This design comes from an exercise in tuning for small area, a short achievable clock period and few clock cycles on the open sky130 flow, not from production work.
Where RTL was checked, it was by simulation tests only, not by an equivalence proof against the original.
No activity file was given, so power comes from the tool's default toggle rates.

==> inputs of build 17 <==
// poly2mono
module poly2mono #(
  parameter MAX_VOICE = 16
)(
  input  logic       clk,
  input  logic       reset_n,
  output logic       ready,
  input  logic       valid_in,
  input  logic       note_on_in,
  input  logic [6:0] note_num_in,
  input  logic [6:0] velocity_in,
  output logic       note_on_out,
  output logic [6:0] note_num_out,
  output logic [6:0] velocity_out
);
  localparam N = 16;
  logic       p_on, p_off;
  logic [6:0] p_note, p_vel;
  logic [6:0] e_note [0:N-1];
  logic [6:0] e_vel  [0:N-1];
  logic [4:0] cnt;
  logic [6:0] onote_r, ovel_r;
  logic [N-1:0] valid, match, pre;
  logic hit, full, push, rm, on_eff, rm_top;
  assign ready = 1'b1;
  always_ff @(posedge clk) begin
    p_on   <= reset_n & valid_in & note_on_in & (|velocity_in);
    p_off  <= reset_n & valid_in & ~(note_on_in & (|velocity_in));
    p_note <= note_num_in;
    p_vel  <= velocity_in;
  end
  always_comb begin
    for (int i = 0; i < N; i++) begin
  ...
==> module poly2mono, before the edit <==
module poly2mono #(
  parameter MAX_VOICE = 16
)(
  input  logic       clk,
  input  logic       reset_n,
  output logic       ready,
  input  logic       valid_in,
  input  logic       note_on_in,
  input  logic [6:0] note_num_in,
  input  logic [6:0] velocity_in,
  output logic       note_on_out,
  output logic [6:0] note_num_out,
  output logic [6:0] velocity_out
);
  localparam N = 16;
  logic       p_on, p_off;
  logic [6:0] p_note, p_vel;
  logic [6:0] e_note [0:N-1];
  logic [6:0] e_vel  [0:N-1];
  logic [4:0] cnt;
  logic [6:0] onote_r, ovel_r;
  logic [N-1:0] valid, match, pre;
  logic hit, full, push, rm, on_eff, rm_top;
  assign ready = 1'b1;
  always_ff @(posedge clk) begin
    p_on   <= reset_n & valid_in & note_on_in & (|velocity_in);
    p_off  <= reset_n & valid_in & ~(note_on_in & (|velocity_in));
    p_note <= note_num_in;
    p_vel  <= velocity_in;
  end
  always_comb begin
    for (int i = 0; i < N; i++) begin
      valid[i] = cnt > i;
      match[i] = valid[i] & (e_note[i] == p_note);
    end
    pre[0] = match[0];
    for (int i = 1; i < N; i++)
      pre[i] = pre[i-1] | match[i];
  end
  assign hit    = |match;
  assign full   = cnt[4];
  assign push   = p_on & ~hit & ~full;
  assign rm     = p_off & hit;
  assign on_eff = p_on & ~full;
  assign rm_top = p_off & match[0];
  always_ff @(posedge clk) begin
    if (push) begin
      e_note[0] <= p_note;
      e_vel[0]  <= p_vel;
    end else if (p_off & match[0]) begin
      e_note[0] <= e_note[1];
      e_vel[0]  <= e_vel[1];
    end else if (p_on & match[0])
      e_vel[0]  <= p_vel;
    for (int i = 1; i < N-1; i++) begin
      if (push) begin
        e_note[i] <= e_note[i-1];
        e_vel[i]  <= e_vel[i-1];
      end else if (p_off & pre[i]) begin
        e_note[i] <= e_note[i+1];
        e_vel[i]  <= e_vel[i+1];
      end else if (p_on & match[i])
        e_vel[i]  <= p_vel;
    end
    if (push) begin
      e_note[N-1] <= e_note[N-2];
      e_vel[N-1]  <= e_vel[N-2];
    end else if (p_on & match[N-1])
      e_vel[N-1]  <= p_vel;
  end
  always_ff @(posedge clk) begin
    if (~reset_n)
      cnt <= 5'd0;
    else if (push)
      cnt <= cnt + 5'd1;
    else if (rm)
      cnt <= cnt - 5'd1;
  end
  always_comb begin
    if (on_eff) begin
      note_num_out = p_note;
      velocity_out = p_vel;
    end else if (rm_top) begin
      note_num_out = (cnt == 5'd1) ? e_note[0] : e_note[1];
      velocity_out = (cnt == 5'd1) ? e_vel[0]  : e_vel[1];
    end else begin
      note_num_out = onote_r;
      velocity_out = ovel_r;
    end
  end
  assign note_on_out = push | ((cnt != 5'd0) & ~(rm & (cnt == 5'd1)));
  always_ff @(posedge clk) begin
    if (~reset_n) begin
      onote_r <= 7'd0;
      ovel_r  <= 7'd0;
    end else begin
      onote_r <= note_num_out;
      ovel_r  <= velocity_out;
    end
  end
endmodule
export LEC_CHECK = 0
export CAP_MARGIN = 20
export CORE_MARGIN = 2
export CORE_UTILIZATION = 40
export SLEW_MARGIN = 20
create_clock -name core_clock -period 6.0 [get_ports {clk}]
run.sh (not shown) runs the stock make flow with config.mk's settings and CLKGATE_MAP_FILE= SYNTH_SCRIPT=/design/flow/synth_recipe.tcl, a recipe that flattens the netlist after the stock synthesis.
==> build 92 (differences from build 17) <==
==> flow/design.v (replaced) <==
module poly2mono #(
  parameter MAX_VOICE = 16
)(
  input  logic       clk,
  input  logic       reset_n,
  output logic       ready,
  input  logic       valid_in,
  input  logic       note_on_in,
  input  logic [6:0] note_num_in,
  input  logic [6:0] velocity_in,
  output logic       note_on_out,
  output logic [6:0] note_num_out,
  output logic [6:0] velocity_out
);
  localparam N = 16;
  logic       p_on, p_off;
  logic [6:0] p_note, p_vel;
  logic [6:0] e_note [0:N-1];
  logic [6:0] e_vel  [0:N-1];
  logic [4:0] cnt;
  logic [N-1:0] m;
  logic c_0, c_1, c_2, c_15, c_16;
  assign ready = 1'b1;
  logic [N-1:0] valid, pre, dn, ld, hold_n, hold_v;
  logic hit, full, push, rm;
  logic [6:0] nx_note [0:N-1];
  logic [6:0] nx_vel  [0:N-1];
  logic [4:0] cnt_nx;
  always_comb begin
    for (int i = 0; i < N; i++) begin
      valid[i] = cnt > i;
    end
    pre[0] = m[0];
    for (int i = 1; i < N; i++)
      pre[i] = pre[i-1] | m[i];
  end
  assign hit  = |m;
  assign full = c_16;
  assign push = p_on & ~hit & ~full;
  assign rm   = p_off & hit;
  always_comb begin
    for (int i = 0; i < N; i++) begin
      dn[i]     = (i < N-1) & p_off & pre[i];
      ld[i]     = p_on & m[i];
      hold_n[i] = ~push & ~dn[i];
      hold_v[i] = ~push & ~dn[i] & ~ld[i];
    end
    nx_note[0] = ({7{push}} & p_note) | ({7{dn[0]}} & e_note[1]) | ({7{hold_n[0]}} & e_note[0]);
    nx_vel[0]  = ({7{push | ld[0]}} & p_vel) | ({7{dn[0]}} & e_vel[1]) | ({7{hold_v[0]}} & e_vel[0]);
    for (int i = 1; i < N-1; i++) begin
      nx_note[i] = ({7{push}} & e_note[i-1]) | ({7{dn[i]}} & e_note[i+1]) | ({7{hold_n[i]}} & e_note[i]);
      nx_vel[i]  = ({7{push}} & e_vel[i-1]) | ({7{dn[i]}} & e_vel[i+1]) | ({7{ld[i]}} & p_vel)
                 | ({7{hold_v[i]}} & e_vel[i]);
    end
    nx_note[N-1] = ({7{push}} & e_note[N-2]) | ({7{hold_n[N-1]}} & e_note[N-1]);
    nx_vel[N-1]  = ({7{push}} & e_vel[N-2]) | ({7{ld[N-1]}} & p_vel) | ({7{hold_v[N-1]}} & e_vel[N-1]);
  end
  always_ff @(posedge clk) begin
    for (int i = 0; i < N; i++) begin
      e_note[i] <= nx_note[i];
      e_vel[i]  <= nx_vel[i];
    end
  end
  assign cnt_nx = push ? cnt + 5'd1 : rm ? cnt - 5'd1 : cnt;
  always_ff @(posedge clk) begin
    if (~reset_n) begin
      cnt  <= 5'd0;
      c_0  <= 1'b1;
      c_1  <= 1'b0;
      c_2  <= 1'b0;
      c_15 <= 1'b0;
      c_16 <= 1'b0;
    end else begin
      cnt  <= cnt_nx;
      c_0  <= cnt_nx == 5'd0;
      c_1  <= cnt_nx == 5'd1;
      c_2  <= cnt_nx == 5'd2;
      c_15 <= cnt_nx == 5'd15;
      c_16 <= cnt_nx == 5'd16;
    end
  end
  logic in_is_on, in_on, in_off;
  assign in_is_on = note_on_in & (|velocity_in);
  assign in_on    = reset_n & valid_in & in_is_on;
  assign in_off   = reset_n & valid_in & ~in_is_on;
  always_ff @(posedge clk) begin
    p_on   <= in_on;
    p_off  <= in_off;
    p_note <= note_num_in;
    p_vel  <= velocity_in;
  end
  logic [N:0] v;    
  logic [N-1:0] m_nx;
  logic top_hit, one_nx;
  always_comb begin
    v[0] = note_num_in == p_note;
    for (int j = 0; j < N; j++)
      v[j+1] = valid[j] & (note_num_in == e_note[j]);
    for (int i = 0; i < N; i++)
      m_nx[i] = push ? v[i] : (p_off & pre[i]) ? ((i < N-1) ? v[i+2] : 1'b0) : v[i+1];
  end
  assign top_hit = m_nx[0];
  always_ff @(posedge clk)
    m <= m_nx;
  logic full_nx;
  assign one_nx  = push ? c_0 : rm ? c_2 : c_1;
  assign full_nx = push ? c_15 : ~rm & c_16;
  always_ff @(posedge clk) begin
    if (~reset_n) begin
      note_on_out  <= 1'b0;
      note_num_out <= 7'd0;
      velocity_out <= 7'd0;
    end else if (in_on) begin
      note_on_out <= 1'b1;
      if (~full_nx) begin
        note_num_out <= note_num_in;
        velocity_out <= velocity_in;
      end
    end else if (in_off & top_hit) begin
      note_on_out  <= ~one_nx;
      note_num_out <= one_nx ? nx_note[0] : nx_note[1];
      velocity_out <= one_nx ? nx_vel[0]  : nx_vel[1];
    end
  end
endmodule
SETUP_SLACK_MARGIN = 3.5   (was unset)
TNS_END_PERCENT = 5   (was unset)
==> qor summary <==
|  | build 92 | build 17 |
|---|---|---|
| Result of the run | timing/DRC/antenna clean | timing/DRC/antenna clean |
| Post-Route Utilization | 47.8% | 44.8% |
| Relative area of non-clock buffer cells in the final design | 6.52% | 3.11% |
| Sequential cell fraction of total power | 49.3% | 50.9% |
| Reg-to-Reg Start | m[1] | p_note[3] |
| # rows | 66 | 68 |
| Most Crowded Layer GR | met2 | met1 |
| Wire length the detailed router placed on met1 | 17.9 mm | 16.2 mm |
| Non-Clock Inverter Count | 27 | 16 |
| PnR Total Power | 5.22 mW | 4.11 mW |
| Core area | 32600 sq um | 34600 sq um |
| Worst setup EP type | register | primary output |
| Avg WL per Cell | 19.1 um | 19.3 um |
Testbench counts of build 17, summed over its fixed seeds: cycles 24,000.
For build 92, only the layout was checked, not whether the RTL still works.

-- what the ideal ports hide --
Ports are ideal in the flow. The routed layouts listed here were re-timed in OpenROAD.
Step 1 sets driving cells, clkbuf_16 on the clock port and buf_2 on the other inputs (assumed; they add their load-dependent delay and slew).
Step 2 also shifts input and output timing later by t, the mid clock arrival at the registers, as if the neighbouring blocks saw the same clock.
Slacks: no drivers / after step 1 / after step 2; pairs: no drivers / after step 1.
run	t (ns)	setup slack, ns	worst hold slack (ns)	worst slew at a driven data input, ns	pins driven straight from the clock port
build 17	0.591	0.221 / 0.170 / 0.761	0.524 / 0.524 / 0.524	0.03	1
build 92	0.589	3.296 / 3.271 / 2.771	0.442 / 0.442 / 0.442	0.04	1
After both steps every run listed still meets setup and hold. The setup slack of build 92, which loses most, moves by -0.025 ns with the drivers and by -0.525 ns with both steps.
